Source: an optimization exercise on an open RTL-to-GDS flow (aim: small area, a short achievable clock period and few clock cycles per item). Production flows keep margins and buffers that such runs may drop. Where RTL was checked, it was by simulation tests only, not by an equivalence proof against the original. Power figures rest on the tool's default switching activity, not on a simulated workload.

Design seq_multiplier, start of the top module:
module seq_multiplier #(
    parameter N = 32
)(
    input  wire clk,
    input  wire rst,
    input  wire start,
    input  wire [N-1:0] multiplicand,
    input  wire [N-1:0] multiplier,
    output wire [2*N-1:0] product,
    output wire busy,
    output wire done
);
For scale: roughly 990 cells after synthesis, about 130 I/O pins, ~9500 um2 of cells after synthesis.
export LEC_CHECK = 0
export CAP_MARGIN = 20
export CORE_MARGIN = 2
export CORE_UTILIZATION = 50
export PLACE_DENSITY = 0.75
export SETUP_SLACK_MARGIN = 2.7
export SLEW_MARGIN = 20
export TNS_END_PERCENT = 5
create_clock -name core_clock -period 4.5 [get_ports {clk}]
standard.sh (not shown) runs the stock make flow with config.mk's settings and CLKGATE_MAP_FILE= SYNTH_SCRIPT=/design/flow/synth_recipe.tcl, a recipe that flattens the netlist after the stock synthesis.
==> flow/flow/run.sh <==
#!/bin/bash
# Layout flow: the standard ORFS flow (standard.sh, the standard flow's synthesis script), with
#  - no adder-cell mapping (ADDER_MAP_FILE empty): full/half adders are left to abc as plain
#    gates instead of the slower sky130 fa/ha cells; registers are unchanged;
#  - port buffers made of sky130_fd_sc_hd__buf_2 instead of the default delay-cell buffers;
#  - clock tree synthesis without dummy load cells, with a clkbuf_16 root and clkbuf_8 leaves.
# make's full output goes to make_finish.log in the work folder; ORFS keeps each step's log
# under orfs/logs/.
set -euo pipefail
CTS="-sink_clustering_enable -repair_clock_nets -dont_use_dummy_load -root_buf sky130_fd_sc_hd__clkbuf_16 -buf_list sky130_fd_sc_hd__clkbuf_8"
bash standard.sh "ADDER_MAP_FILE=" "BUFFER_PORTS_ARGS=-buffer_cell sky130_fd_sc_hd__buf_2" "CTS_ARGS=$CTS" finish > make_finish.log 2>&1
test -f out/final.def
The baseline produced a clean layout.
Testbench counts at the start, summed over its fixed seeds: cycles 19,200, items 1,600.
Rerun with:
==> flow/flow/run.sh (replaced) <==
#!/bin/bash
# Layout flow: the standard ORFS flow (standard.sh, unchanged synthesis), with
#  - port buffers made of sky130_fd_sc_hd__buf_2 instead of the default delay-cell buffers;
#  - clock tree synthesis without dummy load cells, with a clkbuf_16 root and clkbuf_8 leaves.
# make's full output goes to make_finish.log in the work folder; ORFS keeps each step's log
# under orfs/logs/.
set -euo pipefail
CTS="-sink_clustering_enable -repair_clock_nets -dont_use_dummy_load -root_buf sky130_fd_sc_hd__clkbuf_16 -buf_list sky130_fd_sc_hd__clkbuf_8"
bash standard.sh "BUFFER_PORTS_ARGS=-buffer_cell sky130_fd_sc_hd__buf_2" "CTS_ARGS=$CTS" finish > make_finish.log 2>&1
test -f out/final.def
Effect:
- total power decreases by 9.4%
- die area decreases by 4.1%
- synthesized area decreases by 4.2%
Rerun with:
Settings changed: GPL_ROUTABILITY_DRIVEN set to 0, PLACE_DENSITY 0.75 to not set.
Effect: The new run completed with no timing, DRC or antenna violations; final cell count rises by 0.42%; sequential share of layout area falls by 0.45 points; clock-buffer cell count is unchanged; cell area rises by 1.3%; global-route usage rises by 1.4 points; utilization rises by 0.77 points; power rises by 1.0%.

* * *

Setup of south:
Another version of the RTL of seq_multiplier (not shown whole).
Size in the first run: roughly 910 cells after synthesis, about 130 I/O pins.
==> flow/config.mk <==
export PLATFORM = sky130hd
export DESIGN_NAME = seq_multiplier
export DESIGN_NICKNAME = seq_multiplier
export VERILOG_FILES = /design/flow/design.v
export SDC_FILE = /design/flow/constraint.sdc
export NUM_CORES = 4
export LEC_CHECK = 0
export CAP_MARGIN = 20
export CORE_MARGIN = 2
export CORE_UTILIZATION = 40
export SETUP_SLACK_MARGIN = 2.7
export SLEW_MARGIN = 20
export TNS_END_PERCENT = 5
==> flow/constraint.sdc <==
create_clock -name core_clock -period 4.5 [get_ports {clk}]
set_input_delay 0.9000 -clock core_clock [delete_from_list [all_inputs] [get_ports {clk}]]
set_output_delay 0.9000 -clock core_clock [all_outputs]
set_load 0.01 [all_outputs]
==> flow/flow/run.sh <==
#!/bin/bash
# Layout flow: the standard ORFS flow (standard.sh, the standard flow's synthesis script), with
#  - no adder-cell mapping (ADDER_MAP_FILE empty): full/half adders are left to abc as plain
#    gates instead of the slower sky130 fa/ha cells; registers are unchanged;
#  - port buffers made of sky130_fd_sc_hd__buf_2 instead of the default delay-cell buffers;
#  - clock tree synthesis without dummy load cells, with a clkbuf_16 root and clkbuf_8 leaves.
# make's full output goes to make_finish.log in the work folder; ORFS keeps each step's log
# under orfs/logs/.
set -euo pipefail
CTS="-sink_clustering_enable -repair_clock_nets -dont_use_dummy_load -root_buf sky130_fd_sc_hd__clkbuf_16 -buf_list sky130_fd_sc_hd__clkbuf_8"
bash standard.sh "ADDER_MAP_FILE=" "BUFFER_PORTS_ARGS=-buffer_cell sky130_fd_sc_hd__buf_2" "CTS_ARGS=$CTS" finish > make_finish.log 2>&1
test -f out/final.def
For north, these inputs were changed with respect to south:
-- flow/flow/run.sh --
<<< south, line 2
# Layout flow: the standard ORFS flow (standard.sh, the standard flow's synthesis script), with
#  - no adder-cell mapping (ADDER_MAP_FILE empty): full/half adders are left to abc as plain
#    gates instead of the slower sky130 fa/ha cells; registers are unchanged;
>>> north, line 2
# Layout flow: the standard ORFS flow (standard.sh, unchanged synthesis), with
<<< south, line 11
bash standard.sh "ADDER_MAP_FILE=" "BUFFER_PORTS_ARGS=-buffer_cell sky130_fd_sc_hd__buf_2" "CTS_ARGS=$CTS" finish > make_finish.log 2>&1
>>> north, line 9
bash standard.sh "BUFFER_PORTS_ARGS=-buffer_cell sky130_fd_sc_hd__buf_2" "CTS_ARGS=$CTS" finish > make_finish.log 2>&1
Results
| global routing met1 resource utilization | north vs south | 1.3 points higher |. Compared with south, in north switching share of power has decreased, floorplan die area has decreased, flip-flop and latch count after synthesis has remained practically unchanged, detail-routed net length per standard cell has increased. Relative to south, proportion of synthesized area in mux cells has gone up in north. Summary: worst hold slack across all endpoints, north worse than south. In the tables for north and south, final area reads lower with north. Taking north as 1.0, south lands at 1.06 on total power density per cell area. The layout cell share with drive strength beyond 1 in north sits 8.7 points above the value recorded for south.
No functional check of the RTL was part of any run of this note.

==> what the ideal ports hide <==
The results above use ideal ports. As a check the final layouts listed here were re-extracted and re-timed, cells and wires unchanged. Step 1 assumes that a clkbuf_16 drives the clock port and a buf_2 every other input. Step 2 adds t to the input delays and takes it off the output delays; t is the mean of the earliest and latest rising clock arrival at the registers after step 1. Input paths then give back, and output paths get back, about the clock's delay inside the block. a / b / c = no drivers / after step 1 / after step 2; a / b = the first two.
run | t, ns | setup WS [ns] | latest minus earliest clock arrival (ns)
the first run of note 1 | 0.413 | 2.385 / 2.385 / 2.168 | 0.038 / 0.037
the second run of note 1 | 0.423 | 2.386 / 2.374 / 1.951 | 0.036 / 0.036
the third run of note 1 | 0.421 | 2.384 / 2.393 / 1.972 | 0.035 / 0.036
south | 0.427 | 1.840 / 1.840 / 1.840 | 0.051 / 0.051
north | 0.411 | 2.010 / 2.010 / 1.842 | 0.036 / 0.036
After both steps setup and hold are still met in every run listed. The setup slack of the second run of note 1, which loses most, moves by -0.012 ns with the drivers and by -0.435 ns with both steps.
